Source: an optimization exercise on an open RTL-to-GDS flow (aim: small area). Production flows keep margins and buffers that such runs may drop. The RTL was checked by simulation tests, not by an equivalence proof against the original design. No driver is modelled on the clock port, so clocking that relies on it looks cheaper here than on a real chip. Power and IR drop assume default switching activity.

// votingmachine
module votingmachine(
    input reset,
    input clk,
    input mode,
    input button1,
    input button2,
    input button3,
    input button4,
    output [7:0] leds
);
clock: 5.0 ns
lec_check: 0
cap_margin: 20
core_margin: 2
core_utilization: 70
slew_margin: 20
standard.sh (not shown) runs the stock make flow with config.mk's settings and CLKGATE_MAP_FILE= SYNTH_SCRIPT=/design/flow/synth_recipe.tcl, a recipe that flattens the netlist after the stock synthesis.
==> flow/flow/run.sh <==
#!/bin/bash
# Standard ORFS layout (the standard.sh), with two changes:
#  - ports are buffered with the smallest buffer (buf_1) instead of the
#    default choice;
#  - CTS uses small clock buffers and inserts no dummy balancing loads.
set -euo pipefail
export BUFFER_PORTS_ARGS="-buffer_cell sky130_fd_sc_hd__buf_1"
export CTS_ARGS="-sink_clustering_enable -repair_clock_nets -dont_use_dummy_load -buf_list {sky130_fd_sc_hd__clkbuf_4}"
bash standard.sh > standard_flow.log 2>&1
Then changed:
--- a/flow/flow/run.sh
+++ b/flow/flow/run.sh
@@ -6,4 +6,4 @@
 set -euo pipefail
 export BUFFER_PORTS_ARGS="-buffer_cell sky130_fd_sc_hd__buf_1"
-export CTS_ARGS="-sink_clustering_enable -repair_clock_nets -dont_use_dummy_load -buf_list {sky130_fd_sc_hd__clkbuf_4}"
+export CTS_ARGS="-sink_clustering_enable -repair_clock_nets -dont_use_dummy_load -buf_list {sky130_fd_sc_hd__clkbuf_2 sky130_fd_sc_hd__clkbuf_4 sky130_fd_sc_hd__clkbuf_8}"
 bash standard.sh > standard_flow.log 2>&1
- CORE_UTILIZATION: 70 -> 40
=> The changed run completed with no timing, DRC or antenna violations. Wire length is about the same. Setup slack improves by 63 ps. Core utilization went down by 30 points. Total power goes up by 7.7%. Clock power increases by 35%.


The RTL this note starts from:
==> flow/design.v <==
module votingmachine(
    input reset,
    input clk,
    input mode,
    input button1,
    input button2,
    input button3,
    input button4,
    output [7:0] leds
);
    wire [3:0] btn = {button4, button3, button2, button1};
    wire [3:0] vv;
    genvar g;
    generate
        for (g = 0; g < 4; g = g + 1) begin : deb
            reg  [3:0] st;
            reg        nb, at10, v;
            always @(*) begin
                case (st)
                    4'b0001, 4'b0011, 4'b0101, 4'b1010, 4'b1110: nb = 1'b0;
                    default: nb = 1'b1;
                endcase
                at10 = (st == 4'b1011);
                v    = (st == 4'b0111) | (st == 4'b1000) | (st == 4'b1100);
            end
            assign vv[g] = v;
            always @(posedge clk or posedge reset) begin
                if (reset)       st <= 4'b0000;
                else if (btn[g]) st <= {st[2:0], nb};
                else             st <= {at10, 3'b000};
            end
        end
    endgenerate
    wire       any = |vv;
    wire [1:0] idx = vv[0] ? 2'd0 : vv[1] ? 2'd1 : vv[2] ? 2'd2 : 2'd3;
    wire [3:0] en;
    assign en[0] = !mode & vv[0];
    assign en[1] = !mode & !vv[0] & vv[1];
    assign en[2] = !mode & !vv[0] & !vv[1] & vv[2];
    assign en[3] = !mode & !vv[0] & !vv[1] & !vv[2] & vv[3];
    reg [7:0] cnt [0:3];
    generate
        for (g = 0; g < 4; g = g + 1) begin : vc
            wire [8:0] t;
            assign t[0] = en[g];
            genvar b;
            for (b = 0; b < 8; b = b + 1) begin : bt
                assign t[b+1] = t[b] & cnt[g][b];
            end
            always @(posedge clk or posedge reset) begin
                if (reset) cnt[g] <= 8'd0;
                else cnt[g] <= cnt[g] ^ t[7:0];
            end
        end
    endgenerate
    reg [2:0] ds;
    always @(posedge clk or posedge reset) begin
        if (reset) ds <= 3'd0;
        else ds <= {mode & any, idx[1], any & (!mode | idx[0])};
    end
    assign leds = ds[2] ? cnt[ds[1:0]] : {8{ds[0]}};
endmodule
export LEC_CHECK = 0
export CAP_MARGIN = 20
export CORE_MARGIN = 2
export CORE_UTILIZATION = 70
export SLEW_MARGIN = 20
create_clock -name core_clock -period 5.0 [get_ports {clk}]
==> flow/flow/run.sh <==
#!/bin/bash
# Layout flow: the standard ORFS flow (standard.sh) with these changes:
#  - synthesis is the standard flow's synthesis script unchanged except for the ABC
#    script that maps the logic: each area-oriented script in flow/abc/ is
#    tried (in its own scratch folder under trials/), and the one that gives
#    the smallest synthesized cell area is used for the real synthesis.
#    Registers are mapped before ABC runs, so they are the same for every
#    script;
#  - ports are buffered with sky130_fd_sc_hd__buf_1;
set -euo pipefail
HERE=$(pwd)

# synthesis script for ABC script $1: ORFS's synth.tcl with the ABC script
# swapped, sourced from the standard flow's synthesis script in place of synth.tcl.
make_synth() {
  local abc=$1 tag=$2
  sed "s|log_cmd abc {\*}\$abc_args|set abc_args [lreplace \$abc_args 1 1 $abc]\n  log_cmd abc {*}\$abc_args|" \
    "$FLOW_HOME/scripts/synth.tcl" > "$HERE/synth_$tag.tcl"
  grep -q "$abc" "$HERE/synth_$tag.tcl"
  sed "s|source \$::env(SCRIPTS_DIR)/synth.tcl|source $HERE/synth_$tag.tcl|" synth_recipe.tcl > "$HERE/synth_recipe_$tag.tcl"
  grep -q "synth_$tag.tcl" "$HERE/synth_recipe_$tag.tcl"
}

# Try each ABC script, 4 at a time.
mkdir -p "$HERE/trials"
for abc in "$HERE"/flow/abc/*.abc; do
  tag=$(basename "$abc" .abc)
  make_synth "$abc" "$tag"
  sed -e "s|SYNTH_SCRIPT=[^ ]*|SYNTH_SCRIPT=$HERE/synth_recipe_$tag.tcl|" \
      -e "s|WORK_HOME=[^ ]*|WORK_HOME=$HERE/trials/$tag|" standard.sh > "$HERE/trials/$tag.sh"
  grep -q "trials/$tag " "$HERE/trials/$tag.sh"
  ( bash "$HERE/trials/$tag.sh" synth > "$HERE/trials/$tag.log" 2>&1 || true ) &
  while [ "$(jobs -rp | wc -l)" -ge 4 ]; do sleep 1; done
done
wait
best=""; best_area=""
for abc in "$HERE"/flow/abc/*.abc; do
  tag=$(basename "$abc" .abc)
  stat=$(ls "$HERE"/trials/$tag/reports/*/votingmachine/base/synth_stat.txt 2>/dev/null | head -1 || true)
  [ -n "$stat" ] || continue
  area=$(awk '/Chip area for module/ {print $NF}' "$stat" | tail -1)
  [ -n "$area" ] || continue
  echo "$tag $area" >> "$HERE/trials/areas.txt"
  if [ -z "$best" ] || awk -v a="$area" -v b="$best_area" 'BEGIN{exit !(a<b)}'; then
    best=$tag; best_area=$area
  fi
done
[ -n "$best" ]
echo "chosen ABC script: $best ($best_area um2)" | tee -a "$HERE/trials/areas.txt"
rm -rf "$HERE"/trials/*/objects "$HERE"/trials/*/results

sed "s|SYNTH_SCRIPT=[^ ]*|SYNTH_SCRIPT=$HERE/synth_recipe_$best.tcl|" standard.sh > "$HERE/standard_area.sh"
grep -q "synth_recipe_$best.tcl" "$HERE/standard_area.sh"

export BUFFER_PORTS_ARGS="-buffer_cell sky130_fd_sc_hd__buf_1"
export POST_CTS_TCL="$HERE/flow/post_cts.tcl"
export CTS_ARGS="-sink_clustering_enable -repair_clock_nets -dont_use_dummy_load -buf_list {sky130_fd_sc_hd__clkbuf_4}"

bash "$HERE/standard_area.sh" synth > "$HERE/synth.log" 2>&1
bash standard.sh > "$HERE/layout.log" 2>&1
==> flow/flow/post_cts.tcl <==
proc clk_sink_slew { inst } {
  set net [get_nets -of_objects [get_pins [get_full_name $inst]/X]]
  set worst 0
  foreach p [get_pins -of_objects $net -filter "direction==input"] {
    set s [get_property $p slew_max]
    if { $s > $worst } { set worst $s }
  }
  return $worst
}
set leaves {}
set root {}
foreach inst [get_cells clkbuf_*] {
  set net [get_nets -of_objects [get_pins [get_full_name $inst]/X]]
  set has_ff 0
  foreach p [get_pins -of_objects $net -filter "direction==input"] {
    if { [get_property $p is_clock] } { set has_ff 1 }
  }
  if { $has_ff } { lappend leaves $inst } else { lappend root $inst }
}
estimate_parasitics -placement
foreach inst $root {
  puts "clock root [get_full_name $inst]: [get_property $inst ref_name] -> sky130_fd_sc_hd__clkbuf_2"
  replace_cell $inst sky130_fd_sc_hd__clkbuf_2
}
foreach inst $leaves {
  foreach cell {sky130_fd_sc_hd__clkbuf_4 sky130_fd_sc_hd__buf_6 sky130_fd_sc_hd__clkbuf_8 sky130_fd_sc_hd__clkbuf_16} {
    replace_cell $inst $cell
    estimate_parasitics -placement
    set s [clk_sink_slew $inst]
    puts "clock leaf [get_full_name $inst]: $cell slew $s"
    if { $s < 0.110 } { break }
  }
}
detailed_placement
check_placement -verbose
estimate_parasitics -placement
foreach inst $leaves { puts "final leaf [get_full_name $inst] [get_property $inst ref_name] [clk_sink_slew $inst]" }
Other scripts of this flow, unchanged in this note and not shown: flow/flow/abc/a1.abc, flow/flow/abc/b6.abc, flow/flow/abc/c6.abc, flow/flow/abc/e10.abc, flow/flow/abc/e2.abc, flow/flow/abc/e3.abc, flow/flow/abc/e5.abc, flow/flow/abc/e9.abc
Next try:
--- a/flow/flow/post_cts.tcl
+++ b/flow/flow/post_cts.tcl
@@ -24,5 +24,5 @@
 }
 foreach inst $leaves {
-  foreach cell {sky130_fd_sc_hd__clkbuf_4 sky130_fd_sc_hd__buf_6 sky130_fd_sc_hd__clkbuf_8 sky130_fd_sc_hd__clkbuf_16} {
+  foreach cell {sky130_fd_sc_hd__clkbuf_4 sky130_fd_sc_hd__clkbuf_8 sky130_fd_sc_hd__clkbuf_16} {
     replace_cell $inst $cell
     estimate_parasitics -placement
Setup slack is worse by 28 ps. Synthesized cell count stays the same. Global-route usage rises by 0.59 points. Wire length grows by 3.7%. Sequential power stays flat. Utilization rises by 0.25 points. Cell count is unchanged. Count of clock-buffer cells in the layout is unchanged. Critical path depth does not change. Via count came out higher by 0.36%.
Next try:
--- a/flow/flow/post_cts.tcl
+++ b/flow/flow/post_cts.tcl
@@ -29,5 +29,5 @@
     set s [clk_sink_slew $inst]
     puts "clock leaf [get_full_name $inst]: $cell slew $s"
-    if { $s < 0.110 } { break }
+    if { $s < 0.115 } { break }
   }
 }
Effect: Power is unchanged; clock power barely changes; worst hold slack is unchanged; setup slack stays the same; global-route usage does not change; final cell count is unchanged; clock-buffer cell count is unchanged; synthesized area stays the same; utilization does not change; fmax stays the same; synthesized cell count does not change.
Next try:
--- a/flow/flow/post_cts.tcl
+++ b/flow/flow/post_cts.tcl
@@ -29,5 +29,5 @@
     set s [clk_sink_slew $inst]
     puts "clock leaf [get_full_name $inst]: $cell slew $s"
-    if { $s < 0.115 } { break }
+    if { $s < 0.110 } { break }
   }
 }
Settings changed: PLACE_DENSITY from default to 0.95.
Result: Global-route usage went up by 1.8 points. Fmax shrinks by about 4%. Setup slack degrades by 120 ps. Register-to-register slack is worse by 20 ps.
Next try:
--- a/flow/flow/post_cts.tcl
+++ b/flow/flow/post_cts.tcl
@@ -24,5 +24,5 @@
 }
 foreach inst $leaves {
-  foreach cell {sky130_fd_sc_hd__clkbuf_4 sky130_fd_sc_hd__clkbuf_8 sky130_fd_sc_hd__clkbuf_16} {
+  foreach cell {sky130_fd_sc_hd__clkbuf_4 sky130_fd_sc_hd__buf_6 sky130_fd_sc_hd__clkbuf_8 sky130_fd_sc_hd__clkbuf_16} {
     replace_cell $inst $cell
     estimate_parasitics -placement
Settings changed: PLACE_DENSITY 0.95 to default.
The changed run completed without violations.
Maximum frequency is higher by about 5%.
Wire length is lower by about 11%.
Synthesized cell count stays the same.
Count of clock-buffer cells in the layout is unchanged.
Synthesized area is unchanged.

[re-timing with driven ports]
In the flow no input, the clock included, has a driving cell. The finished layouts below were timed again as built, in two steps.
Step 1 sets driving cells, clkbuf_16 on the clock port and buf_2 on the other inputs (assumed; they add their load-dependent delay and slew).
Step 2 also shifts input and output timing later by t, the mid clock arrival at the registers, as if the neighbouring blocks saw the same clock.
Three values: no drivers, after step 1, after step 2; two values: the first two.
run | t, ns | setup WS [ns] | worst setup path at the end | slew at the worst register clock pin (ns) | worst slew at a driven data input, ns
the first run of note 1 | 0.371 | 2.070 / 2.045 / 2.106 | input to register | 0.12 / 0.12 | 0.03
the second run of note 1 | 0.319 | 2.133 / 2.104 / 2.089 | input to register | 0.09 / 0.09 | 0.03
the first run of note 2 | 0.393 | 2.037 / 2.014 / 2.056 | input to register | 0.10 / 0.10 | 0.03
the second run of note 2 | 0.402 | 2.009 / 1.986 / 2.052 | input to register | 0.10 / 0.10 | 0.03
the third run of note 2 | 0.402 | 2.009 / 1.986 / 2.052 | input to register | 0.10 / 0.10 | 0.03
the fourth run of note 2 | 0.431 | 1.888 / 1.866 / 2.058 | input to register | 0.09 / 0.09 | 0.03
the fifth run of note 2 | 0.393 | 2.037 / 2.014 / 2.056 | input to register | 0.10 / 0.10 | 0.03
After both steps setup and hold are still met in every run listed. For the second run of note 1, which loses most, drivers alone change the setup slack by -0.029 ns; drivers and shift together by -0.044 ns.
